This is an optimization exercise on Yosys and OpenROAD, whose aim is a short achievable clock period and few clock cycles, not a production implementation. The RTL was checked by simulation tests, not by an equivalence proof against the original design. No activity file was given, so power comes from the tool's default toggle rates.

File: flow/flow/run.sh
#!/bin/bash
# Own layout flow: the standard synthesis unchanged, then the standard ORFS
# steps (floorplan to finish) with three repair settings changed:
#  - timing and design repair may resize a cell to any size of its function,
#    not only to sizes with the same footprint (MATCH_CELL_FOOTPRINT=0);
#  - the port buffers are sky130_fd_sc_hd__buf_4;
set -euo pipefail
bash standard.sh synth > synth.log 2>&1
bash standard.sh MATCH_CELL_FOOTPRINT=0 \
    "BUFFER_PORTS_ARGS=-buffer_cell sky130_fd_sc_hd__buf_4" \
    SETUP_SLACK_MARGIN=6 finish > layout.log 2>&1
test -s out/final.def
File: flow/standard.sh
#!/bin/bash
# synth_recipe.tcl (not shown) runs the flow's synth.tcl, then flattens the netlist and writes it again
# the make line also repeats each setting of config.mk as NAME=value (left out here)
make -C /OpenROAD-flow-scripts/flow DESIGN_CONFIG=/design/flow/config.mk WORK_HOME=/design/flow/orfs CLKGATE_MAP_FILE= SYNTH_SCRIPT=/design/flow/synth_recipe.tcl "${@:-finish}"
File: flow/config.mk
export PLATFORM = sky130hd
export DESIGN_NAME = ulsoc_core
export DESIGN_NICKNAME = ulsoc_core
export VERILOG_FILES = /design/flow/design.v
export SDC_FILE = /design/flow/constraint.sdc
export NUM_CORES = 8
export LEC_CHECK = 0
export CAP_MARGIN = 30
export CORE_MARGIN = 2
export CORE_UTILIZATION = 50
export SLEW_MARGIN = 30
export SYNTH_HIERARCHICAL = 1
File: flow/constraint.sdc
create_clock -name core_clock -period 9.0 [get_ports {clk}]
set_input_delay 1.8000 -clock core_clock [delete_from_list [all_inputs] [get_ports {clk}]]
set_output_delay 1.8000 -clock core_clock [all_outputs]
set_load 0.01 [all_outputs]
File: flow/design.v
module fe_pre
(
    input  wire [31:0] fi,           
    input  wire [8:0]  pc_lo,        
    output wire [8:0]  lo_j,
    output wire        cj,
    output wire [8:0]  lo_b,
    output wire        cb,
    input  wire        flip,         
    output wire        pj,           
    output wire        pb            
);
ksa #(9, 0) u_j (.a(pc_lo), .b({fi[28:21], 1'b0}), .s(lo_j), .co(cj));
ksa #(9, 0) u_b (.a(pc_lo), .b({fi[28:25], fi[11:8], 1'b0}), .s(lo_b), .co(cb));
fe_dec u_dec (.fi(fi), .flip(flip), .pj(pj), .pb(pb));
endmodule
module fe_dec
(
    input  wire [31:0] fi,
    input  wire        flip,
    output wire        pj,
    output wire        pb
);
assign pj = fi[6] && fi[5] && !fi[4] && fi[3];
assign pb = fi[6] && fi[5] && !fi[4] && !fi[3] && !fi[2] && (fi[31] ^ flip);
endmodule
module fq_mux
(
    input  wire        pj, pb, cj, cb, sg,
    input  wire [8:0]  lo_j, lo_b,
    input  wire [31:0] seq,
    input  wire [31:9] hi, hip, him,
    output wire [31:0] fq
);
wire sq, h0, hp, hm;
fq_sel u_sel (.pj(pj), .pb(pb), .cj(cj), .cb(cb), .sg(sg), .sq(sq), .h0(h0), .hp(hp), .hm(hm));
wire [31:0] lo, hh;
ao3x32 u_lo (.s0(pj), .s1(pb), .s2(sq), .d0({23'd0, lo_j}), .d1({23'd0, lo_b}), .d2(seq), .y(lo));
ao4x32 u_hi (.s0(h0), .s1(hp), .s2(hm), .s3(sq), .d0({hi, 9'd0}), .d1({hip, 9'd0}), .d2({him, 9'd0}),
             .d3(seq), .y(hh));
assign fq = {hh[31:9], lo[8:0]};
endmodule
module fq_sel
(
    input  wire pj, pb, cj, cb, sg,
    output wire sq, h0, hp, hm
);
assign sq = !pj && !pb;
assign h0 = (pj && (cj == sg)) || (pb && (cb == sg));
assign hp = (pj && cj && !sg) || (pb && cb && !sg);
assign hm = (pj && !cj && sg) || (pb && !cb && sg);
endmodule
module inc4
(
    input  wire [31:0] a,
    output wire [31:0] s
);
assign s = {a[31:2] + 30'd1, a[1:0]};
endmodule
module fo_mux
(
    input  wire        s,
    input  wire [31:0] a,            
    input  wire [31:0] b,
    output wire [31:0] y
);
assign y = s ? a : b;
endmodule
module bht_rd #(parameter N = 64, parameter B = 6)
(
    input  wire [N-1:0]         flip_bits,
    input  wire [B-1:0]         idx,
    output wire                 flip
);
assign flip = flip_bits[idx];
endmodule
module c_inv   (input wire a, output wire y);                 assign y = ~a;                    endmodule
module c_nand2 (input wire a, input wire b, output wire y);   assign y = ~(a & b);              endmodule
module c_nor2  (input wire a, input wire b, output wire y);   assign y = ~(a | b);              endmodule
module c_xor2  (input wire a, input wire b, output wire y);   assign y = a ^ b;                 endmodule
module c_xnor2 (input wire a, input wire b, output wire y);   assign y = ~(a ^ b);              endmodule
module c_nand2b(input wire a, input wire b, output wire y);   assign y = ~(a & ~b);             endmodule
module c_nor2b (input wire a, input wire b, output wire y);   assign y = ~(a | ~b);             endmodule
module c_aoi21 (input wire a1, input wire a2, input wire b1, output wire y); assign y = ~((a1 & a2) | b1); endmodule
module c_oai21 (input wire a1, input wire a2, input wire b1, output wire y); assign y = ~((a1 | a2) & b1); endmodule
module ksa #(parameter W = 32, parameter SUB = 0)
(
    input  wire [W-1:0] a,
    input  wire [W-1:0] b,
    output wire [W-1:0] s,
    output wire         co
);
localparam L = (W <= 2) ? 1 : (W <= 4) ? 2 : (W <= 8) ? 3 : (W <= 16) ? 4 : (W <= 32) ? 5 : 6;
wire [W-1:0] g [0:L];
wire [W-1:0] t [0:L];
wire [W-1:0] p;                  
genvar l, i;
generate
    for (i = 0; i < W; i = i + 1) begin : l0
        if (SUB) begin : sb
            c_xnor2 ux (.a(a[i]), .b(b[i]), .y(p[i]));
            if (i == 0) begin : ci
                c_nor2b ug (.a(a[i]), .b(b[i]), .y(g[0][i]));
            end
            else begin : nci
                c_nand2b ug (.a(a[i]), .b(b[i]), .y(g[0][i]));
            end
            c_nor2b ut (.a(a[i]), .b(b[i]), .y(t[0][i]));
        end
        else begin : ad
            c_xor2  ux (.a(a[i]), .b(b[i]), .y(p[i]));
            c_nand2 ug (.a(a[i]), .b(b[i]), .y(g[0][i]));
            c_nor2  ut (.a(a[i]), .b(b[i]), .y(t[0][i]));
        end
    end
    for (l = 1; l <= L; l = l + 1) begin : lv
        localparam D = 1 << (l - 1);
        for (i = 0; i < W; i = i + 1) begin : bt
            if (i >= D) begin : m
                if (l % 2 == 1) begin : odd
                    c_oai21 ug (.a1(t[l-1][i]), .a2(g[l-1][i-D]), .b1(g[l-1][i]), .y(g[l][i]));
                    c_nor2  ut (.a(t[l-1][i]), .b(t[l-1][i-D]), .y(t[l][i]));
                end
                else begin : even
                    c_aoi21 ug (.a1(t[l-1][i]), .a2(g[l-1][i-D]), .b1(g[l-1][i]), .y(g[l][i]));
                    c_nand2 ut (.a(t[l-1][i]), .b(t[l-1][i-D]), .y(t[l][i]));
                end
            end
            else begin : pass
                c_inv ug (.a(g[l-1][i]), .y(g[l][i]));
                assign t[l][i] = 1'b0;
            end
        end
    end
    if (L % 2 == 1) begin : sp
        for (i = 1; i < W; i = i + 1) begin : s_
            c_xor2 us (.a(p[i]), .b(g[L][i-1]), .y(s[i]));
        end
        assign co = g[L][W-1];
    end
    else begin : sn
        for (i = 1; i < W; i = i + 1) begin : s_
            c_xnor2 us (.a(p[i]), .b(g[L][i-1]), .y(s[i]));
        end
        c_inv uco (.a(g[L][W-1]), .y(co));
    end
    if (SUB) begin : s0s
        c_inv us0 (.a(p[0]), .y(s[0]));
    end
    else begin : s0a
        assign s[0] = p[0];
    end
endgenerate
endmodule
module c_aoi22 (input wire a1, input wire a2, input wire b1, input wire b2, output wire y);
    assign y = ~((a1 & a2) | (b1 & b2));
endmodule
module c_nand4 (input wire a, input wire b, input wire c, input wire d, output wire y);
    assign y = ~(a & b & c & d);
endmodule
module c_nand3 (input wire a, input wire b, input wire c, output wire y);
    assign y = ~(a & b & c);
endmodule
module ao3x32
(
    input  wire        s0, s1, s2,
    input  wire [31:0] d0, d1, d2,
    output wire [31:0] y
);
genvar j;
generate
    for (j = 0; j < 32; j = j + 1) begin : b
        wire x01, x2;
        c_aoi22 u0 (.a1(s0), .a2(d0[j]), .b1(s1), .b2(d1[j]), .y(x01));
        c_nand2 u1 (.a(s2), .b(d2[j]), .y(x2));
        c_nand2 u2 (.a(x01), .b(x2), .y(y[j]));
    end
endgenerate
endmodule
module ao4x32
(
    input  wire        s0, s1, s2, s3,
    input  wire [31:0] d0, d1, d2, d3,
    output wire [31:0] y
);
genvar j;
generate
    for (j = 0; j < 32; j = j + 1) begin : b
        wire x01, x23;
        c_aoi22 u0 (.a1(s0), .a2(d0[j]), .b1(s1), .b2(d1[j]), .y(x01));
        c_aoi22 u1 (.a1(s2), .a2(d2[j]), .b1(s3), .b2(d3[j]), .y(x23));
        c_nand2 u2 (.a(x01), .b(x23), .y(y[j]));
    end
endgenerate
endmodule
module aomuxb #(parameter N = 16)
(
    input  wire [32*N-1:0] sel,
    input  wire [32*N-1:0] d,
    output wire [31:0]     y
);
localparam N1 = (N + 1) / 2;         
localparam N2 = (N1 + 3) / 4;        
localparam N3 = (N2 + 1) / 2;        
genvar j, k;
generate
    for (j = 0; j < 32; j = j + 1) begin : bit_
        wire [N1-1:0] l1;
        wire [N2-1:0] l2;
        wire [N3-1:0] l3;
        for (k = 0; k < N1; k = k + 1) begin : a1
            if (2 * k + 1 < N) begin : two
                c_aoi22 u (.a1(sel[32*(2*k)+j]), .a2(d[32*(2*k)+j]), .b1(sel[32*(2*k+1)+j]), .b2(d[32*(2*k+1)+j]), .y(l1[k]));
            end
            else begin : one
                c_nand2 u (.a(sel[32*(2*k)+j]), .b(d[32*(2*k)+j]), .y(l1[k]));
            end
        end
        for (k = 0; k < N2; k = k + 1) begin : a2
            localparam G = (N1 - 4 * k) < 4 ? (N1 - 4 * k) : 4;
            if (G == 4) begin : g4
                c_nand4 u (.a(l1[4*k]), .b(l1[4*k+1]), .c(l1[4*k+2]), .d(l1[4*k+3]), .y(l2[k]));
            end
            else if (G == 3) begin : g3
                c_nand3 u (.a(l1[4*k]), .b(l1[4*k+1]), .c(l1[4*k+2]), .y(l2[k]));
            end
            else if (G == 2) begin : g2
                c_nand2 u (.a(l1[4*k]), .b(l1[4*k+1]), .y(l2[k]));
            end
            else begin : g1
                c_inv u (.a(l1[4*k]), .y(l2[k]));
            end
        end
        for (k = 0; k < N3; k = k + 1) begin : a3
            if (2 * k + 1 < N2) begin : two
                c_nor2 u (.a(l2[2*k]), .b(l2[2*k+1]), .y(l3[k]));
            end
            else begin : one
                c_inv u (.a(l2[2*k]), .y(l3[k]));
            end
        end
        if (N3 == 4) begin : f4
            c_nand4 u4 (.a(l3[0]), .b(l3[1]), .c(l3[2]), .d(l3[3]), .y(y[j]));
        end
        else if (N3 == 3) begin : f3
            c_nand3 u4 (.a(l3[0]), .b(l3[1]), .c(l3[2]), .y(y[j]));
        end
        else if (N3 == 2) begin : f2
            c_nand2 u4 (.a(l3[0]), .b(l3[1]), .y(y[j]));
        end
        else begin : f1
            c_inv u4 (.a(l3[0]), .y(y[j]));
        end
    end
endgenerate
endmodule
module aomux #(parameter N = 33)
(
    input  wire [N-1:0]    sel,
    input  wire [32*N-1:0] d,
    output wire [31:0]     y
);
wire [32*N-1:0] sel32;
genvar k;
generate
    for (k = 0; k < N; k = k + 1) begin : s
        assign sel32[32*k +: 32] = {32{sel[k]}};
    end
endgenerate
aomuxb #(N) u (.sel(sel32), .d(d), .y(y));
endmodule
module rs_sel
(
    input  wire [4:0]  rs,
    input  wire [4:0]  n_rd,         
    input  wire        n_wr,
    input  wire        n_early,      
    input  wire [4:0]  w_rd,         
    input  wire        w_wr,
    input  wire [4:0]  x_rd,         
    input  wire        x_wr,
    input  wire [31:1] ok,           
    output wire [31:1] sel_rf,
    output wire        sel_wb,
    output wire        sel_w2,
    output wire        sel_ee,
    output wire        fa            
);
wire [31:1] n_oh = {31{n_wr}} & (31'd1 << (n_rd - 5'd1));
wire [31:1] w_oh = {31{w_wr}} & (31'd1 << (w_rd - 5'd1));
wire [31:1] x_oh = {31{x_wr}} & (31'd1 << (x_rd - 5'd1));
wire [31:1] m    = ok & ~n_oh & ~w_oh & ~x_oh;
wire [3:0]  q0 = 4'd1 << rs[1:0];
wire [7:0]  q1 = 8'd1 << rs[4:2];
genvar k;
generate
    for (k = 1; k < 32; k = k + 1) begin : dk
        assign sel_rf[k] = q0[k % 4] & q1[k / 4] & m[k];
    end
endgenerate
wire hn = n_wr && (n_rd == rs);
wire hw = w_wr && (w_rd == rs);
wire hx = x_wr && (x_rd == rs);
assign sel_wb = hw && !hn;
assign sel_w2 = hx && !hw && !hn;
assign sel_ee = hn && n_early;
assign fa     = hn && !n_early;
endmodule
module add32
(
    input  wire [31:0] a,
    input  wire [31:0] b,
    output wire [31:0] s
);
ksa #(32, 0) u_k (.a(a), .b(b), .s(s), .co());
endmodule
module addc
(
    input  wire [31:0] a,
    input  wire [31:0] b,
    output wire [31:0] s
);
assign s = a + b;
endmodule
module incdec23
(
    input  wire [22:0] a,
    output wire [22:0] p,
    output wire [22:0] m
);
assign p = a + 23'd1;
assign m = a - 23'd1;
endmodule
module rf_rd
(
    input  wire [31:1]   sel,
    input  wire          sel_wb,
    input  wire          sel_w2,
    input  wire          sel_ee,
    input  wire [991:0]  rf,         
    input  wire [31:0]   wbd,
    input  wire [31:0]   w2d,
    input  wire [31:0]   eev,
    output wire [31:0]   v
);
aomux #(34) u_m (.sel({sel_ee, sel_wb, sel_w2, sel}), .d({eev, wbd, w2d, rf}), .y(v));
endmodule
module shf
(
    input  wire [31:0] a,
    input  wire [4:0]  shn,          
    output wire [31:0] sll,
    output wire [31:0] srl,
    output wire [31:0] sra
);
wire [4:0] sh = ~shn;
assign sll = a << sh;
assign srl = a >> sh;
assign sra = $signed(a) >>> sh;
endmodule
module cmp
(
    input  wire [31:0] a,
    input  wire [31:0] b,
    output wire        lt,
    output wire        ltu,
    output wire        eq
);
wire [31:0] du, ds;
wire        geu, ges;
ksa #(32, 1) u_u (.a(a), .b(b), .s(du), .co(geu));
ksa #(32, 1) u_s (.a({~a[31], a[30:0]}), .b({~b[31], b[30:0]}), .s(ds), .co(ges));
c_inv u_iu (.a(geu), .y(ltu));
c_inv u_is (.a(ges), .y(lt));
eqc u_eq (.a(a), .b(b), .eq(eq));
endmodule
module eqc
(
    input  wire [31:0] a,
    input  wire [31:0] b,
    output wire        eq
);
assign eq = (a == b);
endmodule
module brc
(
    input  wire        eq, lt, ltu,
    input  wire        m_eq1, m_eq0, m_lt1, m_lt0, m_ltu1, m_ltu0,
    output wire        mis
);
assign mis = (m_eq1 && eq) || (m_eq0 && !eq) ||
             (m_lt1 && lt) || (m_lt0 && !lt) ||
             (m_ltu1 && ltu) || (m_ltu0 && !ltu);
endmodule
module ldal
(
    input  wire [31:0] d,
    input  wire [3:0]  s_b,
    input  wire [1:0]  s_h,
    input  wire        s_w,
    input  wire        s_sx,
    output wire [31:0] v
);
wire [7:0]  bb = ({8{s_b[0]}} & d[7:0])   | ({8{s_b[1]}} & d[15:8]) |
                 ({8{s_b[2]}} & d[23:16]) | ({8{s_b[3]}} & d[31:24]);
wire [15:0] hh = ({16{s_h[0]}} & d[15:0]) | ({16{s_h[1]}} & d[31:16]);
wire        bs = s_sx && bb[7];
wire        hs = s_sx && hh[15];
assign v = ({32{s_w}} & d) | {{24{bs}}, bb} | {{16{hs}}, hh};
endmodule
module alu_ops
(
    input  wire [31:0] a,
    input  wire [31:0] b,
    input  wire [4:0]  shn,
    output wire [31:0] r_add, r_sub, r_sll, r_srl, r_sra, r_xor, r_or, r_and
);
ksa #(32, 0) u_add (.a(a), .b(b), .s(r_add), .co());
ksa #(32, 1) u_sub (.a(a), .b(b), .s(r_sub), .co());
shf u_shf (.a(a), .shn(shn), .sll(r_sll), .srl(r_srl), .sra(r_sra));
lgc u_lgc (.a(a), .b(b), .x(r_xor), .o(r_or), .n(r_and));
endmodule
module lgc
(
    input  wire [31:0] a,
    input  wire [31:0] b,
    output wire [31:0] x, o, n
);
assign x = a ^ b;
assign o = a | b;
assign n = a & b;
endmodule
module exsel
(
    input  wire [32*11-1:0] ops,     
    input  wire [10:0]      s,       
    input  wire [31:0]      ld_v,    
    input  wire             fa,
    input  wire             fbw,     
    input  wire             fbh,     
    input  wire             fbb,     
    input  wire [31:0]      d_a,
    input  wire [31:0]      d_b,
    output wire [31:0]      r,
    output wire [31:0]      a_nx,
    output wire [31:0]      b_nx
);
wire [32*11-1:0] ops_h, ops_b;
genvar k;
generate
    for (k = 0; k < 11; k = k + 1) begin : rp
        assign ops_h[32*k +: 32] = {2{ops[32*k +: 16]}};
        assign ops_b[32*k +: 32] = {4{ops[32*k +: 8]}};
    end
endgenerate
wire nfb = !(fbw || fbh || fbb);
aomux #(12) u_r (.sel({1'b1, s}), .d({ld_v, ops}), .y(r));
aomux #(13) u_a (.sel({!fa, fa, {11{fa}} & s}), .d({d_a, ld_v, ops}), .y(a_nx));
aomux #(37) u_b (.sel({nfb, fbb, fbh, fbw, {11{fbb}} & s, {11{fbh}} & s, {11{fbw}} & s}),
                 .d({d_b, {4{ld_v[7:0]}}, {2{ld_v[15:0]}}, ld_v, ops_b, ops_h, ops}), .y(b_nx));
endmodule
module ulsoc_core
(
    input  wire         clk,
    input  wire         rst_n,
    output wire [31:0]  imem_addr,
    input  wire [31:0]  imem_rdata,
    output wire [31:0]  dmem_addr,
    input  wire [31:0]  dmem_rdata,
    output wire         dmem_we,
    output wire [3:0]   dmem_wstrb,
    output wire [31:0]  dmem_wdata,
    output wire         wb_valid,
    output wire [4:0]   wb_rd,
    output wire [31:0]  wb_data
);
reg  [31:0]  fpc;                
reg          d_v;
reg  [31:0]  d_inst;
reg  [31:0]  d_pc;
reg  [31:0]  d_pc4;
reg          d_pred;
reg  [31:1]  d_rf1, d_rf2;       
reg          d_wb1, d_wb2;       
reg          d_x1, d_x2;         
reg          d_ee1, d_ee2;       
reg          d_fa1, d_fa2;       
reg          d_lui, d_auipc, d_jal, d_jalr, d_br, d_load, d_store, d_opimm, d_opr;
reg          d_wr, d_early;
reg  [31:0]  d_aimm;             
reg          ex_v;
reg          ex_wr;              
reg  [4:0]   ex_rd;
reg  [31:0]  ex_a;
reg  [31:0]  ex_b;
reg  [31:0]  ex_addr;
reg          ex_we;              
reg  [3:0]   ex_wstrb;
reg  [4:0]   ex_shn;             
reg  [31:0]  ex_alt;             
reg          ex_jalr;            
reg          m_eq1, m_eq0, m_lt1, m_lt0, m_ltu1, m_ltu0;
reg          s_add, s_sub, s_sll, s_slt, s_sltu, s_xor, s_srl, s_sra, s_or, s_and, s_pass;
reg  [3:0]   s_lb;               
reg  [1:0]   s_lh;               
reg          s_lw;
reg          s_lsx;              
reg          wb_v;
reg  [4:0]   wb_rd_q;
reg  [31:0]  wb_d;
reg          w2_v;
reg  [4:0]   w2_rd;
reg  [31:0]  w2_d;
localparam BN = 64;
localparam BB = 6;
reg  [1:0]   bht [0:BN-1];
reg  [BB-1:0] d_bidx, ex_bidx, bu_idx;
reg  [BB-1:0] f_bidx;
reg           f_flip;
reg          ex_br, ex_pred, ex_sg, bu_we, bu_mis, bu_pred, bu_sg;
wire         bu_agree = (bu_pred ^ bu_mis) == bu_sg;    
reg  [31:0]  rf [1:31];
reg  [31:1]  rf_ok;
assign imem_addr = fpc;
wire [31:0] fi = imem_rdata;
wire [8:0]  f_lo_j, f_lo_b;
wire        f_cj, f_cb, f_pj, f_pb;
wire [BN-1:0] bht_flip;
genvar bi;
generate
    for (bi = 0; bi < BN; bi = bi + 1) begin : bhf
        assign bht_flip[bi] = bht[bi][1];
    end
endgenerate
wire        f_flip_n;
bht_rd #(BN, BB) u_bhr (.flip_bits(bht_flip), .idx(fpc[BB+1:2]), .flip(f_flip_n));
fe_pre u_fe_pre (.fi(fi), .pc_lo(fpc[8:0]), .flip(f_flip), .lo_j(f_lo_j), .cj(f_cj), .lo_b(f_lo_b), .cb(f_cb),
                 .pj(f_pj), .pb(f_pb));
wire        f_immsg = fi[31];
wire [31:0] f_seq, f_fq;
wire [22:0] f_hip, f_him;
inc4     u_seq (.a(fpc), .s(f_seq));
incdec23 u_hid (.a(fpc[31:9]), .p(f_hip), .m(f_him));
fq_mux   u_fq  (.pj(f_pj), .pb(f_pb), .cj(f_cj), .cb(f_cb), .sg(f_immsg), .lo_j(f_lo_j), .lo_b(f_lo_b),
                .seq(f_seq), .hi(fpc[31:9]), .hip(f_hip), .him(f_him), .fq(f_fq));
wire [6:0] f_opc   = fi[6:0];
wire       f_lui   = (f_opc == 7'b0110111);
wire       f_auipc = (f_opc == 7'b0010111);
wire       f_jal   = (f_opc == 7'b1101111);
wire       f_jalr  = (f_opc == 7'b1100111);
wire       f_br    = (f_opc == 7'b1100011);
wire       f_load  = (f_opc == 7'b0000011);
wire       f_store = (f_opc == 7'b0100011);
wire       f_opimm = (f_opc == 7'b0010011);
wire       f_opr   = (f_opc == 7'b0110011);
wire [4:0]  d_rd  = d_inst[11:7];
wire [2:0]  d_f3  = d_inst[14:12];
wire        d_op  = d_opimm || d_opr;
wire [31:0] d_immi = {{20{d_inst[31]}}, d_inst[31:20]};
wire [31:0] d_immb = {{20{d_inst[31]}}, d_inst[7], d_inst[30:25], d_inst[11:8], 1'b0};
wire [31:0] d_immj = {{12{d_inst[31]}}, d_inst[19:12], d_inst[20], d_inst[30:21], 1'b0};
wire [31:0] d_immu = {d_inst[31:12], 12'b0};
wire [991:0] rf_bus;
genvar gi;
generate
    for (gi = 1; gi < 32; gi = gi + 1) begin : rfb
        assign rf_bus[32*(gi-1) +: 32] = rf[gi];
    end
endgenerate
wire [31:0] d_v1, d_v2;
rf_rd u_rd1 (.sel(d_rf1), .sel_wb(d_wb1), .sel_w2(d_x1), .sel_ee(d_ee1), .rf(rf_bus), .wbd(wb_d),
             .w2d(w2_d), .eev(ex_a), .v(d_v1));
rf_rd u_rd2 (.sel(d_rf2), .sel_wb(d_wb2), .sel_w2(d_x2), .sel_ee(d_ee2), .rf(rf_bus), .wbd(wb_d),
             .w2d(w2_d), .eev(ex_a), .v(d_v2));
wire d_stall = d_v && (d_load || d_store || d_jalr) && d_fa1;
wire d_jnear = (d_inst[19:12] == {8{d_inst[31]}}) && (d_inst[20] == d_inst[31]) &&
               (d_inst[30:29] == {2{d_inst[31]}});
wire d_bnear = (d_inst[7] == d_inst[31]) && (d_inst[30:29] == {2{d_inst[31]}});
wire d_far   = d_pred && (d_jal ? !d_jnear : !d_bnear);
wire d_redir = d_v && (d_stall || d_far);
wire [31:0] d_sum;
add32 u_dsum (.a(d_v1), .b(d_aimm), .s(d_sum));
wire [31:0] d_auipv, d_tb, d_tj;
wire [19:0] d_auih;
ksa #(20, 0) u_aui (.a(d_pc[31:12]), .b(d_inst[31:12]), .s(d_auih), .co());
assign d_auipv = {d_auih, d_pc[11:0]};
ksa #(32, 0) u_tb  (.a(d_pc), .b(d_immb), .s(d_tb), .co());
ksa #(32, 0) u_tj  (.a(d_pc), .b(d_immj), .s(d_tj), .co());
reg  [3:0]  d_wstrb;
always @(*) begin
    case (d_f3[1:0])
        2'd0:    d_wstrb = 4'b0001 << d_sum[1:0];
        2'd1:    d_wstrb = d_sum[1] ? 4'b1100 : 4'b0011;
        default: d_wstrb = 4'b1111;
    endcase
end
wire [31:0] d_aval = d_lui ? d_immu : d_auipc ? d_auipv : (d_jal || d_jalr) ? d_pc4 : d_v1;
wire [31:0] d_bval = d_opimm ? d_immi :
                     !d_store ? d_v2 :
                     (d_f3[1:0] == 2'd0) ? {4{d_v2[7:0]}} :
                     (d_f3[1:0] == 2'd1) ? {2{d_v2[15:0]}} : d_v2;
wire        c_lt, c_ltu, c_eq, ex_mis_c;
wire [31:0] ld_v, ex_res, ex_a_nx, ex_b_nx;
cmp  u_cmp (.a(ex_a), .b(ex_b), .lt(c_lt), .ltu(c_ltu), .eq(c_eq));
ldal u_ldal (.d(dmem_rdata), .s_b(s_lb), .s_h(s_lh), .s_w(s_lw), .s_sx(s_lsx), .v(ld_v));
brc  u_brc (.eq(c_eq), .lt(c_lt), .ltu(c_ltu), .m_eq1(m_eq1), .m_eq0(m_eq0), .m_lt1(m_lt1),
            .m_lt0(m_lt0), .m_ltu1(m_ltu1), .m_ltu0(m_ltu0), .mis(ex_mis_c));
wire [31:0] r_add, r_sub, r_sll, r_srl, r_sra, r_xor, r_or, r_and;
alu_ops u_ops (.a(ex_a), .b(ex_b), .shn(ex_shn), .r_add(r_add), .r_sub(r_sub), .r_sll(r_sll),
               .r_srl(r_srl), .r_sra(r_sra), .r_xor(r_xor), .r_or(r_or), .r_and(r_and));
wire d_fbx = d_fa2 && d_store;
exsel u_exsel (.ops({{31'd0, c_ltu}, {31'd0, c_lt}, ex_a, r_and, r_or, r_xor, r_sra, r_srl, r_sll,
                     r_sub, r_add}),
               .s({s_sltu, s_slt, s_pass, s_and, s_or, s_xor, s_sra, s_srl, s_sll, s_sub, s_add}),
               .ld_v(ld_v), .fa(d_fa1 && (d_op || d_br)),
               .fbw(d_fa2 && (d_opr || d_br || (d_store && d_f3[1:0] == 2'd2))),
               .fbh(d_fbx && d_f3[1:0] == 2'd1), .fbb(d_fbx && d_f3[1:0] == 2'd0),
               .d_a(d_aval), .d_b(d_bval), .r(ex_res), .a_nx(ex_a_nx), .b_nx(ex_b_nx));
wire        ex_mis = ex_v && ex_mis_c;
assign dmem_addr  = ex_addr;
assign dmem_we    = ex_we;
assign dmem_wstrb = ex_wstrb;
assign dmem_wdata = ex_b;
assign wb_valid = wb_v;
assign wb_rd    = wb_rd_q;
assign wb_data  = wb_d;
wire [31:1] rf_ok_nx = rf_ok | ({31{w2_v}} & (31'd1 << (w2_rd - 5'd1)));
wire [31:1] f_rf1, f_rf2;
wire        f_wb1, f_wb2, f_x1, f_x2, f_ee1, f_ee2, f_fa1, f_fa2;
rs_sel u_rs1 (.rs(fi[19:15]), .n_rd(d_rd), .n_wr(d_v && d_wr), .n_early(d_early),
              .w_rd(ex_rd), .w_wr(ex_v && ex_wr), .x_rd(wb_rd_q), .x_wr(wb_v), .ok(rf_ok_nx),
              .sel_rf(f_rf1), .sel_wb(f_wb1), .sel_w2(f_x1), .sel_ee(f_ee1), .fa(f_fa1));
rs_sel u_rs2 (.rs(fi[24:20]), .n_rd(d_rd), .n_wr(d_v && d_wr), .n_early(d_early),
              .w_rd(ex_rd), .w_wr(ex_v && ex_wr), .x_rd(wb_rd_q), .x_wr(wb_v), .ok(rf_ok_nx),
              .sel_rf(f_rf2), .sel_wb(f_wb2), .sel_w2(f_x2), .sel_ee(f_ee2), .fa(f_fa2));
wire ex_redir = ex_v && (ex_mis_c || ex_jalr);   
wire f_go = !ex_redir && !d_redir;   
wire [31:0] fpc_o, fpc_n;
fo_mux  u_fo (.s(d_redir), .a(d_tgt), .b(f_fq), .y(fpc_o));
fo_mux  u_fn (.s(ex_redir), .a(ex_tgt), .b(fpc_o), .y(fpc_n));
integer bk;
always @(posedge clk or negedge rst_n) begin
    if (!rst_n) begin
        fpc   <= 32'd0;
        ex_we <= 1'b0;
        w2_v  <= 1'b0;
        f_bidx <= {BB{1'b0}};
        f_flip <= 1'b0;
        bu_we <= 1'b0;
        for (bk = 0; bk < BN; bk = bk + 1) bht[bk] <= 2'd1;
        d_v   <= 1'b0;
        ex_v  <= 1'b0;
        wb_v  <= 1'b0;
        rf_ok <= 31'd0;
    end
    else begin
        fpc   <= fpc_n;
        ex_we <= d_v && !d_stall && !ex_redir && d_store;
        w2_v  <= wb_v;
        f_bidx <= fpc[BB+1:2];
        f_flip <= f_flip_n;
        bu_we <= ex_v && ex_br;
        for (bk = 0; bk < BN; bk = bk + 1) begin
            if (bu_we && bu_idx == bk) begin
                if (bu_agree && bht[bk] != 2'd0)
                    bht[bk] <= bht[bk] - 2'd1;
                else if (!bu_agree && bht[bk] != 2'd3)
                    bht[bk] <= bht[bk] + 2'd1;
            end
        end
        d_v   <= f_go;
        ex_v  <= d_v && !d_stall && !ex_redir;
        wb_v  <= ex_v && ex_wr;
        rf_ok <= rf_ok_nx;
    end
end
wire d_go = d_v && !d_stall;         
wire [31:0] d_tgt = d_stall ? d_pc : d_jal ? d_tj : d_tb;
wire [31:0] ex_tgt = ex_jalr ? {ex_addr[31:1], 1'b0} : ex_alt;
always @(posedge clk) begin
    d_inst  <= fi;
    d_pc    <= fpc;
    d_pc4   <= f_seq;
    d_bidx  <= f_bidx;
    d_pred  <= f_pj || f_pb;
    d_rf1   <= f_rf1;
    d_rf2   <= f_rf2;
    d_wb1   <= f_wb1;
    d_wb2   <= f_wb2;
    d_x1    <= f_x1;
    d_x2    <= f_x2;
    d_ee1   <= f_ee1;
    d_ee2   <= f_ee2;
    d_fa1   <= f_fa1;
    d_fa2   <= f_fa2;
    d_lui   <= f_lui;
    d_auipc <= f_auipc;
    d_jal   <= f_jal;
    d_jalr  <= f_jalr;
    d_br    <= f_br;
    d_load  <= f_load;
    d_store <= f_store;
    d_opimm <= f_opimm;
    d_opr   <= f_opr;
    d_wr    <= (fi[11:7] != 5'd0) && !f_br && !f_store;
    d_early <= f_lui || f_auipc || f_jal || f_jalr;
    d_aimm  <= {{20{fi[31]}}, fi[31:25], f_store ? fi[11:7] : fi[24:20]};
    ex_wr    <= d_wr;
    ex_rd    <= d_rd;
    ex_a     <= ex_a_nx;
    ex_b     <= ex_b_nx;
    ex_addr  <= d_sum;
    ex_wstrb <= d_wstrb;
    ex_shn   <= ~ex_b_nx[4:0];
    ex_alt   <= d_pred ? d_pc4 : d_tb;
    ex_jalr  <= d_jalr;
    ex_br    <= d_br;
    ex_pred  <= d_pred;
    ex_sg    <= d_inst[31];
    ex_bidx  <= d_bidx;
    bu_idx   <= ex_bidx;
    bu_mis   <= ex_mis_c;
    bu_pred  <= ex_pred;
    bu_sg    <= ex_sg;
    m_eq1  <= d_go && d_br && (d_f3[2:1] == 2'd0) && !(d_pred ^ d_f3[0]);
    m_eq0  <= d_go && d_br && (d_f3[2:1] == 2'd0) &&  (d_pred ^ d_f3[0]);
    m_lt1  <= d_go && d_br && (d_f3[2:1] == 2'd2) && !(d_pred ^ d_f3[0]);
    m_lt0  <= d_go && d_br && (d_f3[2:1] == 2'd2) &&  (d_pred ^ d_f3[0]);
    m_ltu1 <= d_go && d_br && (d_f3[2:1] == 2'd3) && !(d_pred ^ d_f3[0]);
    m_ltu0 <= d_go && d_br && (d_f3[2:1] == 2'd3) &&  (d_pred ^ d_f3[0]);
    s_add  <= d_op && d_f3 == 3'd0 && !(d_opr && d_inst[30]);
    s_sub  <= d_opr && d_f3 == 3'd0 && d_inst[30];
    s_sll  <= d_op && d_f3 == 3'd1;
    s_slt  <= d_op && d_f3 == 3'd2;
    s_sltu <= d_op && d_f3 == 3'd3;
    s_xor  <= d_op && d_f3 == 3'd4;
    s_srl  <= d_op && d_f3 == 3'd5 && !d_inst[30];
    s_sra  <= d_op && d_f3 == 3'd5 && d_inst[30];
    s_or   <= d_op && d_f3 == 3'd6;
    s_and  <= d_op && d_f3 == 3'd7;
    s_pass <= d_early;
    s_lb   <= {4{d_load && d_f3[1:0] == 2'd0}} & (4'b0001 << d_sum[1:0]);
    s_lh   <= {2{d_load && d_f3[1:0] == 2'd1}} & (d_sum[1] ? 2'b10 : 2'b01);
    s_lw   <= d_load && d_f3[1:0] == 2'd2;
    s_lsx  <= !d_f3[2];
    wb_rd_q <= ex_rd;
    wb_d    <= ex_res;
    w2_rd   <= wb_rd_q;
    w2_d    <= wb_d;
    if (w2_v)
        rf[w2_rd] <= w2_d;
end
endmodule
==> flow_summary.yaml, run 1 <==
outcome:
  outcome: "complete, no violations"
drt:
  initialDrtViolationCount: 14710
  drt-wirelength-per-cell_um: 36.65
  firstDrtPassIters: 10
  dr_total_vias: 103900
  drc_errors: 0
  ant_nets: 0
  wirelength_um: 543200
  post_drt_via_cell_ratio: 7.010
setup_path:
  critPathKind: "flip-flop to output port"
  start_kind: "flip-flop"
  crit_slowest_cell: "dfrtp_4"
  slowest_delay_ns: 0.56
  critPathCaptureType: "output port"
  cp.arrival_ns: 1.62
  cp-startpoint: "fpc[29]"
  crit_chain: "buf_6"
  crit_family: "flip-flops"
  r2r-start: "d_rf1[23]"
  worstPathRequired_ns: 7.20
  worst-path-max-fanout: 2
  critPathBufInv: 1
die:
  dieArea_sq_um: 227500
  die_h_um: 476.9
  rows: 173
  io-pin-count: 205
  die_width_um: 476.9
  core_sq_um: 222300
  start_util_pct: 50.30
pwr:
  p_sw_share_pct: 45.43
  p_switching_mw: 15.59
  p_clk_share_pct: 22.5
  pwr-share-seq_pct: 28.2
  ir_drop_uv: 198.4
  pwr-share-comb_pct: 49.4
  internal-power_mw: 18.72
  pwr_density_cell_nw_per_um2: 247.6
  power_leakage_nw: 48.40
placement:
  preCtsSetupSlack_ns: 4.075
  portBuffers: 204
  dp_hpwl_um: 353600
  placed_cells: 13940
  place_congestion: 1.089
flow_run:
  maxCapViolCount: 0
sta:
  worstMarginPinSlew_ns: 1.260
  finalSetupTns_ns: 0
  max_freq_mhz: 292.6
  finalHoldViolCount: 0
  setup_viol: 0
  finalCriticalPeriod_ns: 3.417
  slew_violations: 0
  max_slew_margin_pct: 15.97
  fin_crit_sh_pct: 37.97
  whs_ns: 0.3223
  fin_ws_ns: 5.583
  skew_ns: 0.08293
  rsz0062_at_grt: "yes"
cts:
  clk_path_buf_depth: 3
  clock_sinks: 1639
  ctsHoldBuffers: 0
  insertion_delay_ns: 0.92
  clk_pin_slew_ns: 0.07
  cts_tree: "yes"
  cts_buffers: 182
  htree_levels: 4
  root_buffer: "clkbuf_16"
global_routing:
  grtUsageTotal_pct: 45.05
  antenna_found_initial: 27
  overflow: 0
  grt_pass1_vias: 96950
  grt_max_degree: 124
  grt_pass1_wl_um: 741700
worst_hold_path:
  min_from: "d_bidx[5]"
  min_path_type: "flip-flop to flip-flop"
logic_synthesis:
  yosysWarnings: 12
  syn_area_sq_um: 111800
  netlist_instances: 10390
  avgSynthCellArea_sq_um: 10.76
layout:
  final_common_cell: "a22oi_2"
  stdcell_count: 14820
  drive_gt1_share_pct: 45.54
  largest_reg_flops: 992
  reg_top3: "rf: 992 flops, bht: 128 flops"
  largest-register: "rf"
  final_cell_mix: "2107 x a22oi_2, 992 x edfxtp_1, 727 x nor2_1"
  area_delta_synth_final_pct: 23.92
  num-nets-final: 11810
-- repair_timing --
item	in CTS	in global routing
gates resized for setup	1198	846
setup buffers	233	257
pin swaps	72	325
endpoints found under the setup margin	369	344
gates cloned	25	14
-- routing by layer --
layer	track usage [%]	routed length, um	vias to the layer above	part of all wire, %
li1	-	-	42570	-
met5	0	338	-	0.062
met1	56.91	200100	51620	37
met2	66.04	230300	7587	42
met3	14.21	66400	2101	12
met4	29.78	45980	16	8.5
-- worst paths after layout --
check	to	slack, ns	cells past startpoint
hold / removal	ex_bidx[5]	0.32	0
max in group asynchronous	fpc[21]	6.70	2
min in group asynchronous	f_bidx[0]	0.90	1
hold reg to reg	ex_bidx[5]	0.32	0
setup / recovery	imem_addr[29]	5.58	1
setup reg to reg	ex_a[17]	5.67	13
-- final cells by class --
type	instances	area, sq um
Clock buffer	233	4912
Timing Repair inverter	2	36.28
Clock inverter	102	1196
Timing Repair Buffer	1053	11130
Sequential cell	1639	44600
Fill cell	18150	83730
Inverter	643	2469
Multi-Input combinational cell	8154	70460
Antenna cell	19	47.55
Tap cell	2975	3722
-- worst register-to-register path, cell delays in order, from the launching register on --
cell and delay [ns]:
dfxtp_4 0.35, buf_12 0.14, buf_4 0.15, buf_4 0.13
a22oi_2 0.18, nand4_1 0.23, nor2_4 0.29, nand3_4 0.23
a211oi_4 0.36, o31ai_1 0.14, nand2_2 0.42, nand3_4 0.19
nor2_2 0.26, inv_1 0.08
-- power groups by stage --
stage,clock network [mW],logic [mW],registers [mW]
final,7.72,16.9,9.66
after global routing,8.07,17.2,9.65
after CTS,7.74,14.5,9.59
after detailed placement,0,12.6,9.95
after global placement,0,12.5,9.93
after floorplan,0,7.69,9.71
-- per-stage QoR --
step,area (sq um),util [%],power (mW)
floorplan,113200,-,17.40
global placement,119700,53.83,22.45
detailed placement,119800,53.88,22.52
CTS,132500,59.60,31.86
global route,138500,62.32,34.92
finish,138600,62.34,34.31
Testbench counts, summed over its fixed seeds: cycles 74,458.
==> run 2: changes to the inputs <==
--- a/flow/design.v
+++ b/flow/design.v
@@ -577,7 +577,10 @@
                (d_inst[30:29] == {2{d_inst[31]}});
 wire d_bnear = (d_inst[7] == d_inst[31]) && (d_inst[30:29] == {2{d_inst[31]}});
 wire d_far   = d_pred && (d_jal ? !d_jnear : !d_bnear);
-wire d_redir = d_v && (d_stall || d_far);
+wire d_jrf   = d_jalr && d_ee1;
+wire [31:0] d_jrs;
+ksa #(32, 0) u_jrs (.a(ex_a), .b(d_immi), .s(d_jrs), .co());
+wire d_redir = d_v && (d_stall || d_far || d_jrf);
 wire [31:0] d_sum;
 add32 u_dsum (.a(d_v1), .b(d_aimm), .s(d_sum));
 wire [31:0] d_auipv, d_tb, d_tj;
@@ -675,7 +678,7 @@
     end
 end
 wire d_go = d_v && !d_stall;         
-wire [31:0] d_tgt = d_stall ? d_pc : d_jal ? d_tj : d_tb;
+wire [31:0] d_tgt = d_stall ? d_pc : d_jrf ? {d_jrs[31:1], 1'b0} : d_jal ? d_tj : d_tb;
 wire [31:0] ex_tgt = ex_jalr ? {ex_addr[31:1], 1'b0} : ex_alt;
 always @(posedge clk) begin
     d_inst  <= fi;
@@ -713,7 +716,7 @@
     ex_wstrb <= d_wstrb;
     ex_shn   <= ~ex_b_nx[4:0];
     ex_alt   <= d_pred ? d_pc4 : d_tb;
-    ex_jalr  <= d_jalr;
+    ex_jalr  <= d_jalr && !d_jrf;
     ex_br    <= d_br;
     ex_pred  <= d_pred;
     ex_sg    <= d_inst[31];
==> flow_summary.yaml, run 2 <==
layout:
  multiInputGateArea_sq_um: 72580
  stdcell_area_sq_um: 140900
  area_delta_synth_final_pct: 23.87
  drive_gt1_share_pct: 44.83
  largest-register: "rf"
  final_cell_mix: "2106 x a22oi_2, 992 x edfxtp_1, 842 x nand2_1"
  n_fill_cell: 18520
  num-nets-final: 12280
  seqCellArea_sq_um: 44550
  reg_top3: "rf: 992 flops, bht: 128 flops"
  largest_reg_flops: 992
  final_common_cell: "a22oi_2"
cts:
  clock_sinks: 1639
  insertion_delay_ns: 0.91
  clk_pin_slew_ns: 0.06
  clk_path_buf_depth: 3
  cts_buffers: 179
  cts_tree: "yes"
  htree_levels: 4
  ctsHoldBuffers: 0
  root_buffer: "clkbuf_16"
placement:
  placed_cell_area_sq_um: 122200
  dp_hpwl_um: 370100
  place_congestion: 1.076
  portBuffers: 204
global_routing:
  overflow: 0
  grt_pass1_wl_um: 785100
  grt_max_degree: 150
  grt_pass1_vias: 100900
  grtUsageTotal_pct: 47.80
  antenna_found_initial: 31
outcome:
  outcome: "failed layout checks"
  so_faults: "antenna rules"
pwr:
  pwr_density_cell_nw_per_um2: 250.6
  power_leakage_nw: 49.51
  ir_drop_uv: 216.3
die:
  start_util_pct: 50.15
  die_h_um: 481.0
  rows: 175
  dieArea_sq_um: 231300
  io-pin-count: 205
  core_sq_um: 226800
  die_width_um: 481.0
drt:
  ant_nets: 1
  post_drt_via_cell_ratio: 7.104
  firstDrtPassIters: 17
  wirelength_um: 583500
  dr_total_vias: 109000
  initialDrtViolationCount: 17180
  drt-wirelength-per-cell_um: 38.03
  drc_errors: 0
sta:
  max_freq_mhz: 290.9
  rsz0062_at_grt: "yes"
  finalSetupTns_ns: 0
  worstMarginPinSlew_ns: 1.242
  slew_violations: 0
  max_slew_margin_pct: 16.69
  finalHoldViolCount: 0
  finalCriticalPeriod_ns: 3.438
  skew_ns: 0.09664
  fin_crit_sh_pct: 38.20
  setup_viol: 0
setup_path:
  worst-path-max-fanout: 2
  critPathCaptureType: "output port"
  r2r_slack_ns: 5.59
  critPathKind: "flip-flop to output port"
  worstPathRequired_ns: 7.20
  cp.arrival_ns: 1.64
  rr_worst_depth: 14
  rr_endpoint: "fpc[7]"
  start_kind: "flip-flop"
  r2r-start: "ex_b[23]"
worst_hold_path:
  min_from: "ex_bidx[1]"
  holdPathStages: 0
  min_delay_worst_endpoint: "bu_idx[1]"
  min_path_type: "flip-flop to flip-flop"
logic_synthesis:
  avgSynthCellArea_sq_um: 10.48
  syn_area_sq_um: 113800
  netlist_instances: 10850
  yosysWarnings: 12
flow_run:
  maxCapViolCount: 0
## run 2: worst max path at each step
stage          cells past startpoint          start             end
6_report                           2       ex_b[28]  dmem_wdata[28]
3_5_place_dp                      10      ex_shn[0]         wb_d[2]
2_1_floorplan                      8  imem_rdata[4]         fpc[10]
5_1_grt                            2         fpc[2]    imem_addr[2]
3_3_place_gp                       9  imem_rdata[4]         fpc[20]
4_1_cts                            2         fpc[6]    imem_addr[6]
## run 2: area by class of cell
type | instances | area share, %
Antenna cell | 32 | 0.05683
Clock buffer | 235 | 3.466
Clock inverter | 102 | 0.9554
Inverter | 637 | 1.707
Multi-Input combinational cell | 8650 | 51.51
Sequential cell | 1639 | 31.62
Tap cell | 3009 | 2.672
Timing Repair Buffer | 1039 | 8.019
## run 2: power by group
part,switching (mW),internal (mW)
sequential,1.14,8.67
combinational,11.5,6.08
clock,3.47,4.40
total,16.2,19.2
## run 2: what timing repair did
action | CTS | global route
setup buffers | 278 | 179
pin swaps | 137 | 271
setup endpoints to repair | 337 | 298
gates cloned | 37 | 18
resized for setup | 1201 | 731
## run 2: worst max-delay path, stage by stage (launching register included)
cell and delay, ns:
dfxtp_4 0.48, buf_12 0.15, buf_6 0.09
## run 2: layer usage
layer	wire length (um)	vias up	global-route usage [%]
met4	52100	36	32.84
li1	-	43980	-
met1	213900	54060	60.59
met2	233000	8622	66.43
met3	83890	2301	18.75
met5	630	-	0.4557
## run 2: per-stage QoR
step	setup WS, ns	cells	total power [mW]	util [%]	hold WS, ns
floorplan	4.967	11190	17.95	-	0.3096
global placement	4.252	14450	23.08	53.76	0.3115
detailed placement	4.302	14460	23.18	53.86	0.3121
CTS	5.571	15110	32.91	59.85	0.3260
global route	5.579	15320	35.88	62.09	0.3305
finish	5.562	15340	35.30	62.12	0.3264
Testbench counts of run 2, summed over its fixed seeds: cycles 73,674.
==> run 3: changes to the inputs <==
--- a/flow/design.v
+++ b/flow/design.v
@@ -74,6 +74,36 @@
 );
 assign flip = flip_bits[idx];
 endmodule
+module fn_mux
+(
+    input  wire        ex_v, ex_jalr,
+    input  wire        eq, lt, ltu,
+    input  wire        m_eq1, m_eq0, m_lt1, m_lt0, m_ltu1, m_ltu0,
+    input  wire [31:0] ex_t,         
+    input  wire [31:0] other,        
+    output wire [31:0] y
+);
+genvar q;
+generate
+    for (q = 0; q < 8; q = q + 1) begin : sl
+        wire mis;
+        brc u_brc (.eq(eq), .lt(lt), .ltu(ltu), .m_eq1(m_eq1), .m_eq0(m_eq0), .m_lt1(m_lt1),
+                   .m_lt0(m_lt0), .m_ltu1(m_ltu1), .m_ltu0(m_ltu0), .mis(mis));
+        fn_sel u_s (.ex_v(ex_v), .ex_jalr(ex_jalr), .mis(mis), .a(ex_t[4*q +: 4]),
+                    .b(other[4*q +: 4]), .y(y[4*q +: 4]));
+    end
+endgenerate
+endmodule
+module fn_sel
+(
+    input  wire       ex_v, ex_jalr, mis,
+    input  wire [3:0] a,
+    input  wire [3:0] b,
+    output wire [3:0] y
+);
+wire s = ex_v && (mis || ex_jalr);
+assign y = s ? a : b;
+endmodule
 module c_inv   (input wire a, output wire y);                 assign y = ~a;                    endmodule
 module c_nand2 (input wire a, input wire b, output wire y);   assign y = ~(a & b);              endmodule
 module c_nor2  (input wire a, input wire b, output wire y);   assign y = ~(a | b);              endmodule
@@ -638,9 +668,13 @@
               .sel_rf(f_rf2), .sel_wb(f_wb2), .sel_w2(f_x2), .sel_ee(f_ee2), .fa(f_fa2));
 wire ex_redir = ex_v && (ex_mis_c || ex_jalr);   
 wire f_go = !ex_redir && !d_redir;   
+wire [31:0] d_tgt = d_stall ? d_pc : d_jrf ? {d_jrs[31:1], 1'b0} : d_jal ? d_tj : d_tb;
+wire [31:0] ex_tgt = ex_jalr ? {ex_addr[31:1], 1'b0} : ex_alt;
 wire [31:0] fpc_o, fpc_n;
 fo_mux  u_fo (.s(d_redir), .a(d_tgt), .b(f_fq), .y(fpc_o));
-fo_mux  u_fn (.s(ex_redir), .a(ex_tgt), .b(fpc_o), .y(fpc_n));
+fn_mux  u_fn (.ex_v(ex_v), .ex_jalr(ex_jalr), .eq(c_eq), .lt(c_lt), .ltu(c_ltu),
+              .m_eq1(m_eq1), .m_eq0(m_eq0), .m_lt1(m_lt1), .m_lt0(m_lt0), .m_ltu1(m_ltu1),
+              .m_ltu0(m_ltu0), .ex_t(ex_tgt), .other(fpc_o), .y(fpc_n));
 integer bk;
 always @(posedge clk or negedge rst_n) begin
     if (!rst_n) begin
@@ -678,8 +712,6 @@
     end
 end
 wire d_go = d_v && !d_stall;         
-wire [31:0] d_tgt = d_stall ? d_pc : d_jrf ? {d_jrs[31:1], 1'b0} : d_jal ? d_tj : d_tb;
-wire [31:0] ex_tgt = ex_jalr ? {ex_addr[31:1], 1'b0} : ex_alt;
 always @(posedge clk) begin
     d_inst  <= fi;
     d_pc    <= fpc;
==> flow/flow/run.sh (replaced) <==
#!/bin/bash
# Own layout flow: the standard synthesis unchanged, then the standard ORFS
# steps (floorplan to finish) with four repair settings changed:
#  - timing and design repair may resize a cell to any size of its function,
#    not only to sizes with the same footprint (MATCH_CELL_FOOTPRINT=0);
#  - the port buffers are sky130_fd_sc_hd__buf_4;
#  - antenna repair after detailed routing may take up to 10 rounds, not 5.
# Each make run's full output goes to a log file here; ORFS keeps its per-step
# logs under orfs/logs.
set -euo pipefail
bash standard.sh synth > synth.log 2>&1
bash standard.sh MATCH_CELL_FOOTPRINT=0 \
    "BUFFER_PORTS_ARGS=-buffer_cell sky130_fd_sc_hd__buf_4" \
    SETUP_SLACK_MARGIN=6 MAX_REPAIR_ANTENNAS_ITER_DRT=10 finish > layout.log 2>&1
test -s out/final.def
==> flow_summary.yaml, run 3 <==
cts:
  insertion_delay_ns: 0.94
  cts_buffers: 182
  clk_pin_slew_ns: 0.06
  clock_sinks: 1639
  cts_tree: "yes"
  clk_path_buf_depth: 3
  htree_levels: 4
  root_buffer: "clkbuf_16"
setup_path:
  slowest_delay_ns: 0.54
  crit_chain: "buf_6"
  rr_worst_depth: 11
  crit_family: "flip-flops"
  crit_slowest_cell: "dfrtp_2"
  critPathKind: "flip-flop to output port"
  r2r-start: "ex_shn[0]"
  critPathBufInv: 1
  critPathCaptureType: "output port"
  r2r_slack_ns: 5.64
  worst-path-max-fanout: 1
  cp.arrival_ns: 1.59
  start_kind: "flip-flop"
  rr_endpoint: "wb_d[19]"
  worstPathRequired_ns: 7.20
die:
  die_width_um: 481.4
  io-pin-count: 205
  core_sq_um: 227100
  start_util_pct: 50.19
  die_h_um: 481.4
  dieArea_sq_um: 231800
  rows: 175
worst_hold_path:
  min_from: "ex_bidx[5]"
  holdPathStages: 0
  min_path_type: "flip-flop to flip-flop"
  min_delay_worst_endpoint: "bu_idx[5]"
global_routing:
  gr-usage-met2_pct: 68.01
  grt_pass1_wl_um: 800700
  grt_max_degree: 126
  grt_use_met3_pct: 21.01
  busiest_layer: "met2"
  overflow: 0
  met1_usage_pct: 59.47
  antenna_found_initial: 55
  grtUsageTotal_pct: 48.81
  grt_pass1_vias: 102100
drt:
  drc_errors: 0
  dr_total_vias: 111400
  post_drt_via_cell_ratio: 7.168
  drt-wirelength-per-cell_um: 38.60
  ant_nets: 0
  wirelength_um: 599800
  firstDrtPassIters: 17
  initialDrtViolationCount: 17430
flow_run:
  maxCapViolCount: 0
sta:
  finalHoldViolCount: 0
  fin_crit_sh_pct: 37.65
  worstMarginPinSlew_ns: 1.115
  rsz0062_at_grt: "yes"
  setup_viol: 0
  finalSetupTns_ns: 0
  slew_violations: 0
  skew_ns: 0.1268
  finalCriticalPeriod_ns: 3.389
  max_slew_margin_pct: 25.69
  max_freq_mhz: 295.1
pwr:
  power_leakage_nw: 50.79
  ir_drop_uv: 194.1
  pwr_density_cell_nw_per_um2: 250.5
layout:
  n_fill_cell: 18240
  multiInputGateArea_sq_um: 73740
  drive_gt1_share_pct: 46.24
  final_cell_mix: "2109 x a22oi_2, 992 x edfxtp_1, 832 x nand2_1"
  stdcell_count: 15540
  num-nets-final: 12470
  largest_reg_flops: 992
  seqCellArea_sq_um: 44490
  final_common_cell: "a22oi_2"
  largest-register: "rf"
  reg_top3: "rf: 992 flops, bht: 128 flops"
  area_delta_synth_final_pct: 25.91
placement:
  dp_hpwl_um: 380600
  placed_cells: 14520
  portBuffers: 204
  place_congestion: 1.097
logic_synthesis:
  yosysWarnings: 12
  netlist_instances: 10890
  avgSynthCellArea_sq_um: 10.47
  syn_area_sq_um: 114000
outcome:
  outcome: "complete, no violations"
[run 3: changes by cell type in the layout (fill, tap and decap cells not counted), moves of 19 or more]
cell,before,now
and2_2,38,18
o21ai_0,162,82
dfxtp_4,139,110
o21ai_1,411,477
nor2_1,822,764
buf_4,613,659
buf_6,217,274
a21oi_1,155,136
and2_4,26,48
o21ai_2,131,162
nor2_4,153,192
dfxtp_2,110,151
nand2_2,53,73
[run 3: layout make-up]
| class | instances | share of cell area [%] |
|---|---|---|
| multi-input combinational | 8701 | 51.39 |
| sequential | 1639 | 31.01 |
| timing repair buffer | 1174 | 9.019 |
| clock buffer | 246 | 3.461 |
| tap | 3009 | 2.624 |
| inverter | 637 | 1.697 |
| clock inverter | 85 | 0.7211 |
| antenna | 48 | 0.08371 |
[run 3: per-stage QoR]
stage               total power, mW  area (sq um)  utilization [%]  hold WS, ns  setup WS (ns)
finish                        35.94        143500            63.19       0.3260          5.611
global route                  36.47        143400            63.16       0.3357          5.532
floorplan                     17.94        115500                -       0.3096          4.968
global placement              23.27        122400            53.90       0.3120          4.347
CTS                           33.24        137400            60.52       0.3253          5.567
detailed placement            23.35        122500            53.97       0.3121          4.305
[run 3: worst max-delay path by stage]
stage / cells after the start / startpoint / end
floorplan: 8 / imem_rdata[4] / fpc[11]
global placement: 9 / imem_rdata[4] / fpc[23]
detailed placement: 9 / imem_rdata[4] / fpc[23]
CTS: 1 / ex_we / dmem_we
global route: 14 / ex_b[2] / ex_b[20]
finish: 1 / ex_we / dmem_we
[run 3: what timing repair did]
action,4_1_cts,5_1_grt
cloned,49,27
hold buffers,0,0
pin swaps,236,425
buffers inserted,358,210
resized for setup,1450,890
endpoints found under the setup margin,324,310
[run 3: metal layers]
metal | routed length (um) | vias to the layer above | share of wire, %
li1 | - | 44490 | -
met1 | 212200 | 55090 | 35
met4 | 56280 | 48 | 9.4
met3 | 89510 | 2688 | 15
met5 | 997 | - | 0.17
met2 | 240800 | 9059 | 40
[run 3: power by group]
| group | internal (mW) | leakage, nW | switching, mW |
|---|---|---|---|
| clock | 4.20 | 2.87 | 3.41 |
| sequential | 8.66 | 15.7 | 1.12 |
| combinational | 6.50 | 32.3 | 12.1 |
| total | 19.4 | 50.8 | 16.6 |
Testbench counts of run 3, summed over its fixed seeds: cycles 73,674.
==> run 4: changes to the inputs <==
--- a/flow/design.v
+++ b/flow/design.v
@@ -76,33 +76,42 @@
 endmodule
 module fn_mux
 (
-    input  wire        ex_v, ex_jalr,
+    input  wire        ex_v, ex_jalr, ex_dres,
     input  wire        eq, lt, ltu,
     input  wire        m_eq1, m_eq0, m_lt1, m_lt0, m_ltu1, m_ltu0,
+    input  wire        dres,
+    input  wire        d_eq, d_lt, d_ltu,
+    input  wire        dm_eq1, dm_eq0, dm_lt1, dm_lt0, dm_ltu1, dm_ltu0,
     input  wire [31:0] ex_t,         
+    input  wire [31:0] d_t,          
     input  wire [31:0] other,        
     output wire [31:0] y
 );
 genvar q;
 generate
     for (q = 0; q < 8; q = q + 1) begin : sl
-        wire mis;
+        wire mis, dmis;
         brc u_brc (.eq(eq), .lt(lt), .ltu(ltu), .m_eq1(m_eq1), .m_eq0(m_eq0), .m_lt1(m_lt1),
                    .m_lt0(m_lt0), .m_ltu1(m_ltu1), .m_ltu0(m_ltu0), .mis(mis));
-        fn_sel u_s (.ex_v(ex_v), .ex_jalr(ex_jalr), .mis(mis), .a(ex_t[4*q +: 4]),
-                    .b(other[4*q +: 4]), .y(y[4*q +: 4]));
+        brc u_dbrc (.eq(d_eq), .lt(d_lt), .ltu(d_ltu), .m_eq1(dm_eq1), .m_eq0(dm_eq0), .m_lt1(dm_lt1),
+                    .m_lt0(dm_lt0), .m_ltu1(dm_ltu1), .m_ltu0(dm_ltu0), .mis(dmis));
+        fn_sel u_s (.ex_v(ex_v), .ex_jalr(ex_jalr), .ex_dres(ex_dres), .mis(mis), .dres(dres),
+                    .dmis(dmis), .a(ex_t[4*q +: 4]), .d(d_t[4*q +: 4]), .b(other[4*q +: 4]),
+                    .y(y[4*q +: 4]));
     end
 endgenerate
 endmodule
 module fn_sel
 (
-    input  wire       ex_v, ex_jalr, mis,
+    input  wire       ex_v, ex_jalr, ex_dres, mis, dres, dmis,
     input  wire [3:0] a,
+    input  wire [3:0] d,
     input  wire [3:0] b,
     output wire [3:0] y
 );
-wire s = ex_v && (mis || ex_jalr);
-assign y = s ? a : b;
+wire se = ex_v && ((mis && !ex_dres) || ex_jalr);
+wire sd = dres && dmis;
+assign y = se ? a : sd ? d : b;
 endmodule
 module c_inv   (input wire a, output wire y);                 assign y = ~a;                    endmodule
 module c_nand2 (input wire a, input wire b, output wire y);   assign y = ~(a & b);              endmodule
@@ -529,6 +538,7 @@
 reg  [4:0]   ex_shn;             
 reg  [31:0]  ex_alt;             
 reg          ex_jalr;            
+reg          ex_dres;            
 reg          m_eq1, m_eq0, m_lt1, m_lt0, m_ltu1, m_ltu0;
 reg          s_add, s_sub, s_sll, s_slt, s_sltu, s_xor, s_srl, s_sra, s_or, s_and, s_pass;
 reg  [3:0]   s_lb;               
@@ -666,15 +676,34 @@
 rs_sel u_rs2 (.rs(fi[24:20]), .n_rd(d_rd), .n_wr(d_v && d_wr), .n_early(d_early),
               .w_rd(ex_rd), .w_wr(ex_v && ex_wr), .x_rd(wb_rd_q), .x_wr(wb_v), .ok(rf_ok_nx),
               .sel_rf(f_rf2), .sel_wb(f_wb2), .sel_w2(f_x2), .sel_ee(f_ee2), .fa(f_fa2));
-wire ex_redir = ex_v && (ex_mis_c || ex_jalr);   
-wire f_go = !ex_redir && !d_redir;   
+wire ex_redir = ex_v && ((ex_mis_c && !ex_dres) || ex_jalr);   
+wire dres = d_v && d_br && !d_far && ex_v && s_lw && (d_fa1 || d_fa2);
+wire [31:0] dr_a = d_fa1 ? dmem_rdata : d_v1;
+wire [31:0] dr_b = d_fa2 ? dmem_rdata : d_v2;
+wire        dc_lt, dc_ltu, dc_eq, dc_mis;
+cmp u_dcmp (.a(dr_a), .b(dr_b), .lt(dc_lt), .ltu(dc_ltu), .eq(dc_eq));
+wire dm_x   = d_pred ^ d_f3[0];
+wire dm_eq1 = (d_f3[2:1] == 2'd0) && !dm_x;
+wire dm_eq0 = (d_f3[2:1] == 2'd0) &&  dm_x;
+wire dm_lt1 = (d_f3[2:1] == 2'd2) && !dm_x;
+wire dm_lt0 = (d_f3[2:1] == 2'd2) &&  dm_x;
+wire dm_ltu1 = (d_f3[2:1] == 2'd3) && !dm_x;
+wire dm_ltu0 = (d_f3[2:1] == 2'd3) &&  dm_x;
+brc  u_dbrc (.eq(dc_eq), .lt(dc_lt), .ltu(dc_ltu), .m_eq1(dm_eq1), .m_eq0(dm_eq0), .m_lt1(dm_lt1),
+             .m_lt0(dm_lt0), .m_ltu1(dm_ltu1), .m_ltu0(dm_ltu0), .mis(dc_mis));
+wire d_bmis = dres && dc_mis;        
+wire [31:0] d_balt = d_pred ? d_pc4 : d_tb;
+wire f_go = !ex_redir && !d_redir && !d_bmis;   
 wire [31:0] d_tgt = d_stall ? d_pc : d_jrf ? {d_jrs[31:1], 1'b0} : d_jal ? d_tj : d_tb;
 wire [31:0] ex_tgt = ex_jalr ? {ex_addr[31:1], 1'b0} : ex_alt;
 wire [31:0] fpc_o, fpc_n;
 fo_mux  u_fo (.s(d_redir), .a(d_tgt), .b(f_fq), .y(fpc_o));
-fn_mux  u_fn (.ex_v(ex_v), .ex_jalr(ex_jalr), .eq(c_eq), .lt(c_lt), .ltu(c_ltu),
+fn_mux  u_fn (.ex_v(ex_v), .ex_jalr(ex_jalr), .ex_dres(ex_dres), .eq(c_eq), .lt(c_lt), .ltu(c_ltu),
               .m_eq1(m_eq1), .m_eq0(m_eq0), .m_lt1(m_lt1), .m_lt0(m_lt0), .m_ltu1(m_ltu1),
-              .m_ltu0(m_ltu0), .ex_t(ex_tgt), .other(fpc_o), .y(fpc_n));
+              .m_ltu0(m_ltu0), .dres(dres), .d_eq(dc_eq), .d_lt(dc_lt), .d_ltu(dc_ltu),
+              .dm_eq1(dm_eq1), .dm_eq0(dm_eq0), .dm_lt1(dm_lt1), .dm_lt0(dm_lt0),
+              .dm_ltu1(dm_ltu1), .dm_ltu0(dm_ltu0), .ex_t(ex_tgt), .d_t(d_balt),
+              .other(fpc_o), .y(fpc_n));
 integer bk;
 always @(posedge clk or negedge rst_n) begin
     if (!rst_n) begin
@@ -749,6 +778,7 @@
     ex_shn   <= ~ex_b_nx[4:0];
     ex_alt   <= d_pred ? d_pc4 : d_tb;
     ex_jalr  <= d_jalr && !d_jrf;
+    ex_dres  <= d_bmis;
     ex_br    <= d_br;
     ex_pred  <= d_pred;
     ex_sg    <= d_inst[31];
==> flow_summary.yaml, run 4 <==
pwr:
  pwr-share-comb_pct: 52.3
  pwr-share-seq_pct: 26.3
  internal-power_mw: 19.90
  pwr_density_cell_nw_per_um2: 253.1
  power_leakage_nw: 51.94
  ir_drop_uv: 272.6
  p_switching_mw: 17.16
  p_clk_share_pct: 21.4
  p_sw_share_pct: 46.30
  power.total_mw: 37.06
sta:
  rsz0062_at_grt: "yes"
  setup_viol: 0
  whs_ns: 0.3263
  skew_ns: 0.1285
  worstMarginPinSlew_ns: 1.145
  slew_violations: 0
  max_slew_margin_pct: 23.57
  finalHoldViolCount: 0
  finalCriticalPeriod_ns: 4.487
  finalSetupTns_ns: 0
  fin_crit_sh_pct: 49.85
  max_freq_mhz: 222.9
drt:
  firstDrtPassIters: 12
  ant_nets: 0
  post_drt_via_cell_ratio: 7.062
  wirelength_um: 611400
  initialDrtViolationCount: 17960
  drt-wirelength-per-cell_um: 37.85
  dr_total_vias: 114100
  drc_errors: 0
global_routing:
  grtUsageTotal_pct: 48.93
  grt_pass1_wl_um: 826900
  grt_pass1_vias: 105300
  overflow: 0
  antenna_found_initial: 53
  grt_max_degree: 149
layout:
  multiInputGateArea_sq_um: 76690
  drive_gt1_share_pct: 43.95
  seqCellArea_sq_um: 44550
  largest_reg_flops: 992
  final_cell_mix: "2109 x a22oi_2, 992 x edfxtp_1, 945 x nand2_1"
  reg_top3: "rf: 992 flops, bht: 128 flops"
  final_common_cell: "a22oi_2"
  area_delta_synth_final_pct: 24.55
  n_fill_cell: 19000
  num-nets-final: 12950
  largest-register: "rf"
setup_path:
  slowest_delay_ns: 0.47
  crit_chain: "buf_12 > a22oi_2 > nand4_1 > nor2_2 > nand3_4 > mux2_4 > buf_4 > nor2b_4 > nor2_2 > nand2_1 > nor2_1 > nand2_1 > o21ai_4 > inv_6 > mux2i_1 > nand3_1 > nand2_2 > mux2_1 > mux2_4"
  crit_slowest_cell: "nand4_1"
  worst-path-max-fanout: 16
  critPathKind: "flip-flop to flip-flop"
  cp.arrival_ns: 5.25
  start_kind: "flip-flop"
  crit_family: "simple AND/OR/NAND/NOR gates"
  worstPathRequired_ns: 9.76
  critPathBufInv: 3
  critPathCaptureType: "flip-flop"
logic_synthesis:
  yosysWarnings: 12
  syn_area_sq_um: 117600
  netlist_instances: 11440
  avgSynthCellArea_sq_um: 10.28
placement:
  portBuffers: 204
  dp_hpwl_um: 386600
  place_congestion: 1.078
die:
  start_util_pct: 50.13
  core_sq_um: 234500
  io-pin-count: 205
  die_h_um: 488.9
  die_width_um: 488.9
  rows: 178
  dieArea_sq_um: 239000
cts:
  cts_buffers: 179
  root_buffer: "clkbuf_16"
  clock_sinks: 1640
  insertion_delay_ns: 0.92
  clk_pin_slew_ns: 0.07
  clk_path_buf_depth: 3
  cts_tree: "yes"
  htree_levels: 4
outcome:
  outcome: "complete, no violations"
flow_run:
  maxCapViolCount: 0
worst_hold_path:
  min_path_type: "flip-flop to flip-flop"
[run 4: what timing repair did]
action	4_1_cts	5_1_grt
hold endpoints to repair	0	0
buffers inserted	318	169
endpoints found under the setup margin	397	349
gates resized for setup	1516	525
pin swaps	232	264
gates cloned	68	7
hold buffers	0	0
[run 4: cell type report]
type	instances	share of cell area, %
flip-flops and latches	1640	30.42
diodes	35	0.05981
clock inverters	111	1.003
repair inverters	1	0.005127
inverters	656	1.695
multi-input cells	9223	52.38
repair buffers	1114	8.446
clock buffers	225	3.302
well taps	3150	2.692
[run 4: per-stage QoR]
stage	util, %	area [sq um]	setup slack (ns)	cells
final	62.44	146400	4.513	16160
after global routing	62.42	146400	4.481	16140
after CTS	60.81	142600	4.796	15940
after detailed placement	54.05	126800	3.549	15220
after global placement	53.94	126500	3.577	15210
after floorplan	-	119300	4.771	11780
[run 4: final timing paths]
kind	from	end	slack, ns	depth (start not counted)
min in group asynchronous	rst_n	rf_ok[27]	0.93	1
min	ex_bidx[2]	bu_idx[2]	0.33	0
min reg2reg	ex_bidx[2]	bu_idx[2]	0.33	0
max reg2reg	d_rf2[21]	fpc[16]	4.51	19
max in group asynchronous	rst_n	wb_v	6.82	2
max	d_rf2[21]	fpc[16]	4.51	19
[run 4: power by group through the flow]
| stage | combinational (mW) | clock (mW) | sequential (mW) |
|---|---|---|---|
| 2_1_floorplan | 8.69 | 0 | 9.74 |
| 3_3_place_gp | 14.2 | 0 | 9.94 |
| 3_5_place_dp | 14.3 | 0 | 9.95 |
| 4_1_cts | 17.2 | 7.92 | 9.67 |
| 5_1_grt | 19.6 | 8.22 | 9.73 |
| 6_report | 19.4 | 7.92 | 9.75 |
[run 4: per-layer routing]
| layer | wire length, um | part of all wire (%) | global-route usage [%] |
|---|---|---|---|
| met5 | 1013 | 0.17 | 1.228 |
| met4 | 55600 | 9.1 | 34.15 |
| met3 | 90140 | 15 | 20.56 |
| met2 | 241400 | 39 | 67.21 |
| met1 | 223300 | 37 | 61.49 |
[run 4: worst register-to-register path: cells and delay by family (launching register included)]
family / cells / cell delay (ns)
flip-flops: 1 / 0.38
AO/OA/AOI/OAI: 2 / 0.48
buffers and inverters: 3 / 0.45
AND/OR/NAND/NOR: 10 / 1.90
multiplexers: 4 / 1.19
Testbench counts of run 4, summed over its fixed seeds: cycles 72,663.

Setup slack of run 4, layout unchanged: 4.513 ns with ideal ports, 4.513 ns with driving cells assumed (clock clkbuf_16, inputs buf_2), 3.947 ns with port delays also shifted by the 0.962 ns mid clock arrival.
